This design comes from an exercise in tuning for small area on the open sky130 flow, not from production work.
Only simulation tests tie the RTL to the original design; equivalence was not proved.
The flow treats the clock pin as an ideal source. Dropping or thinning the clock tree relies on that and would not hold on a real chip.
Power figures rest on the tool's default switching activity, not on a simulated workload.

// clutchcamassy
module clutchcamassy(clk, rst, clch_latch, power, cont_angle, clch_angle, rc1, rc2, rc3, rc4, rc5, rc6, rc7, rc8, rc9, rc12, rl1, rl2, rl3, rl10, sccb);
For scale: roughly 83 I/O pins, ~1200 um^2 of cells after synthesis.
Settings: LEC_CHECK=0, ABC_AREA=1, CAP_MARGIN=20, CORE_MARGIN=2, CORE_UTILIZATION=40, SLEW_MARGIN=20; clock period 35.0 ns.
standard.sh (not shown) runs the stock make flow with config.mk's settings and CLKGATE_MAP_FILE= SYNTH_SCRIPT=/design/flow/synth_recipe.tcl, a recipe that flattens the netlist after the stock synthesis.
==> flow/flow/run.sh <==
#!/bin/bash
# Own layout flow: the standard flow, with four changes that cut cell area.
#  1. After the standard synthesis, the combinational cells between the flip-flops are re-mapped
#     by Yosys/ABC for area (flow/reopt.tcl tries flow/remap_*.abc and keeps the smallest).
#     Every flip-flop keeps its cell and its name.
#  2. Port buffers are buf_1 (BUFFER_PORTS_ARGS), not the larger cell buffer_ports picks itself.
#  3. The constant-0 outputs share one tie cell (SKIP_REPAIR_TIE_FANOUT) instead of one each.
#  4. Clock tree: clkbuf_2 buffers only, without sink clustering or dummy loads (CTS_ARGS).
# Each tool's full output goes to a log file in this folder.
set -euo pipefail
here=$(pwd)
res=$here/orfs/results/$FLOW_PLATFORM/clutchcamassy/base
YOSYS=${YOSYS_EXE:-$FLOW_HOME/../tools/install/yosys/bin/yosys}
[[ -x $YOSYS ]] || YOSYS=yosys

bash standard.sh synth > log_1_synth.txt 2>&1

cp $res/1_2_yosys.v $here/standard_synth.v
REOPT_IN=$here/standard_synth.v REOPT_OUT=$here/reopt.v REOPT_DIR=$here/flow \
  $YOSYS -c $here/flow/reopt.tcl > log_2_reopt.txt 2>&1
cp $here/reopt.v $res/1_2_yosys.v
touch $res/1_2_yosys.v
rm -f $res/1_synth.odb $res/1_synth.sdc

export SKIP_REPAIR_TIE_FANOUT=1
export BUFFER_PORTS_ARGS="-buffer_cell sky130_fd_sc_hd__buf_1"
export CTS_ARGS="-repair_clock_nets -buf_list sky130_fd_sc_hd__clkbuf_2 -dont_use_dummy_load"
export POST_CTS_TCL=$here/flow/post_cts.tcl
export POST_CTS_ROOT_BUF=sky130_fd_sc_hd__clkbuf_4
bash standard.sh > log_3_layout.txt 2>&1
==> flow/flow/post_cts.tcl <==
# After CTS: the tree for this small design is a root buffer feeding two leaf buffers. Replace it
# with one buffer that drives every flip-flop clock pin directly (all sinks see the same single
# buffer stage, so no register's clock is moved relative to another).
set block [ord::get_db_block]
set clk_port_net [[$block findBTerm clk] getNet]
set root ""
foreach it [$clk_port_net getITerms] {
  if {[$it isInputSignal]} { set root [$it getInst] }
}
if {$root eq ""} { error "no clock root buffer" }
set root_net [[$root findITerm X] getNet]
set leaves {}
foreach it [$root_net getITerms] {
  set inst [$it getInst]
  if {$inst == $root} { continue }
  if {[string match "sky130_fd_sc_hd__clkbuf*" [[$inst getMaster] getName]]} { lappend leaves $inst }
}
puts "POST_CTS: root [$root getName], [llength $leaves] leaf buffers"
foreach leaf $leaves {
  set leaf_net [[$leaf findITerm X] getNet]
  set sinks {}
  foreach it [$leaf_net getITerms] {
    if {[$it getInst] != $leaf} { lappend sinks $it }
  }
  foreach it $sinks {
    $it disconnect
    $it connect $root_net
  }
  [$leaf findITerm A] disconnect
  [$leaf findITerm X] disconnect
  odb::dbInst_destroy $leaf
  odb::dbNet_destroy $leaf_net
}
set m [[ord::get_db] findMaster $::env(POST_CTS_ROOT_BUF)]
$root swapMaster $m
puts "POST_CTS: root is now [[$root getMaster] getName], driving [llength [$root_net getITerms]] pins"
detailed_placement
check_placement -verbose
estimate_parasitics -placement
report_clock_skew
Other scripts of this flow, unchanged in this note and not shown: flow/flow/remap_1.abc, flow/flow/remap_2.abc, flow/flow/remap_3.abc, flow/flow/remap_4.abc, flow/flow/remap_5.abc, flow/flow/remap_6.abc, flow/flow/reopt.tcl
Next try:
--- a/flow/flow/run.sh
+++ b/flow/flow/run.sh
@@ -28,2 +27,0 @@
-export POST_CTS_TCL=$here/flow/post_cts.tcl
-export POST_CTS_ROOT_BUF=sky130_fd_sc_hd__clkbuf_4
removed: flow/flow/post_cts.tcl
Effect: Power rises by 9.5%; cell area came out higher by 0.71%; wire length grows by 1.9%; synthesized cell count stays the same; first-iteration DRC count shrinks by 21%; worst setup slack degrades by 0.16 ns; global-route usage went down by 0.31 points.
Next try:
--- a/flow/flow/run.sh
+++ b/flow/flow/run.sh
@@ -8 +8,2 @@
-#  4. Clock tree: clkbuf_2 buffers only, without sink clustering or dummy loads (CTS_ARGS).
+#  4. Clock tree: CTS builds a root and two leaf buffers (CTS_ARGS); flow/post_cts.tcl
+#     (POST_CTS_TCL) then makes it one clkbuf_4 that drives all eleven flip-flops directly.
@@ -27,0 +29,2 @@
+export POST_CTS_TCL=$here/flow/post_cts.tcl
+export POST_CTS_ROOT_BUF=sky130_fd_sc_hd__clkbuf_4
==> flow/flow/post_cts.tcl (new file) <==
# After CTS: the tree for this small design is a root buffer feeding two leaf buffers. Replace it
# with one buffer that drives every flip-flop clock pin directly (all sinks see the same single
# buffer stage, so no register's clock is moved relative to another).
set block [ord::get_db_block]
set clk_port_net [[$block findBTerm clk] getNet]
set root ""
foreach it [$clk_port_net getITerms] {
  if {[$it isInputSignal]} { set root [$it getInst] }
}
if {$root eq ""} { error "no clock root buffer" }
set root_net [[$root findITerm X] getNet]
set leaves {}
foreach it [$root_net getITerms] {
  set inst [$it getInst]
  if {$inst == $root} { continue }
  if {[string match "sky130_fd_sc_hd__clkbuf*" [[$inst getMaster] getName]]} { lappend leaves $inst }
}
puts "POST_CTS: root [$root getName], [llength $leaves] leaf buffers"
foreach leaf $leaves {
  set leaf_net [[$leaf findITerm X] getNet]
  set sinks {}
  foreach it [$leaf_net getITerms] {
    if {[$it getInst] != $leaf} { lappend sinks $it }
  }
  foreach it $sinks {
    $it disconnect
    $it connect $root_net
  }
  [$leaf findITerm A] disconnect
  [$leaf findITerm X] disconnect
  odb::dbInst_destroy $leaf
  odb::dbNet_destroy $leaf_net
}
set m [[ord::get_db] findMaster $::env(POST_CTS_ROOT_BUF)]
$root swapMaster $m
puts "POST_CTS: root is now [[$root getMaster] getName], driving [llength [$root_net getITerms]] pins"
detailed_placement
check_placement -verbose
estimate_parasitics -placement
report_clock_skew
Effect: Sequential power stays flat; final cell count drops by 0.90%; first-iteration DRC count climbs by 27%; global-route usage climbs by 0.31 points; via count drops by 2.2%; total power drops by 8.6%.

## port drivers added, routing unchanged
Ports are ideal in the flow. The routed layouts listed here were re-timed in OpenROAD.
Step 1, drivers: a clkbuf_16 drives clk and a buf_2 each remaining input, both assumed.
Step 2 moves the port delays by t, midway between the first and last clock arrival at a register: inputs arrive t later, outputs are due t later. That takes back most of the time a late clock gives input paths.
Slacks: ideal ports / drivers / drivers and shift; pairs: ideal ports / drivers.
| run | t, ns | setup slack, ns | hold WS [ns] | worst setup path at the end | slew at the worst register clock pin (ns) |
|---|---|---|---|---|---|
| the first run | 0.182 | 25.719 / 25.702 / 25.885 | 0.573 / 0.573 / 0.573 | register to output | 0.11 / 0.11 |
| the second run | 0.271 | 25.555 / 25.537 / 25.808 | 0.569 / 0.569 / 0.569 | register to output | 0.10 / 0.10 |
| the third run | 0.182 | 25.719 / 25.702 / 25.885 | 0.573 / 0.573 / 0.573 | register to output | 0.11 / 0.11 |
After both steps setup and hold are still met in every run listed.
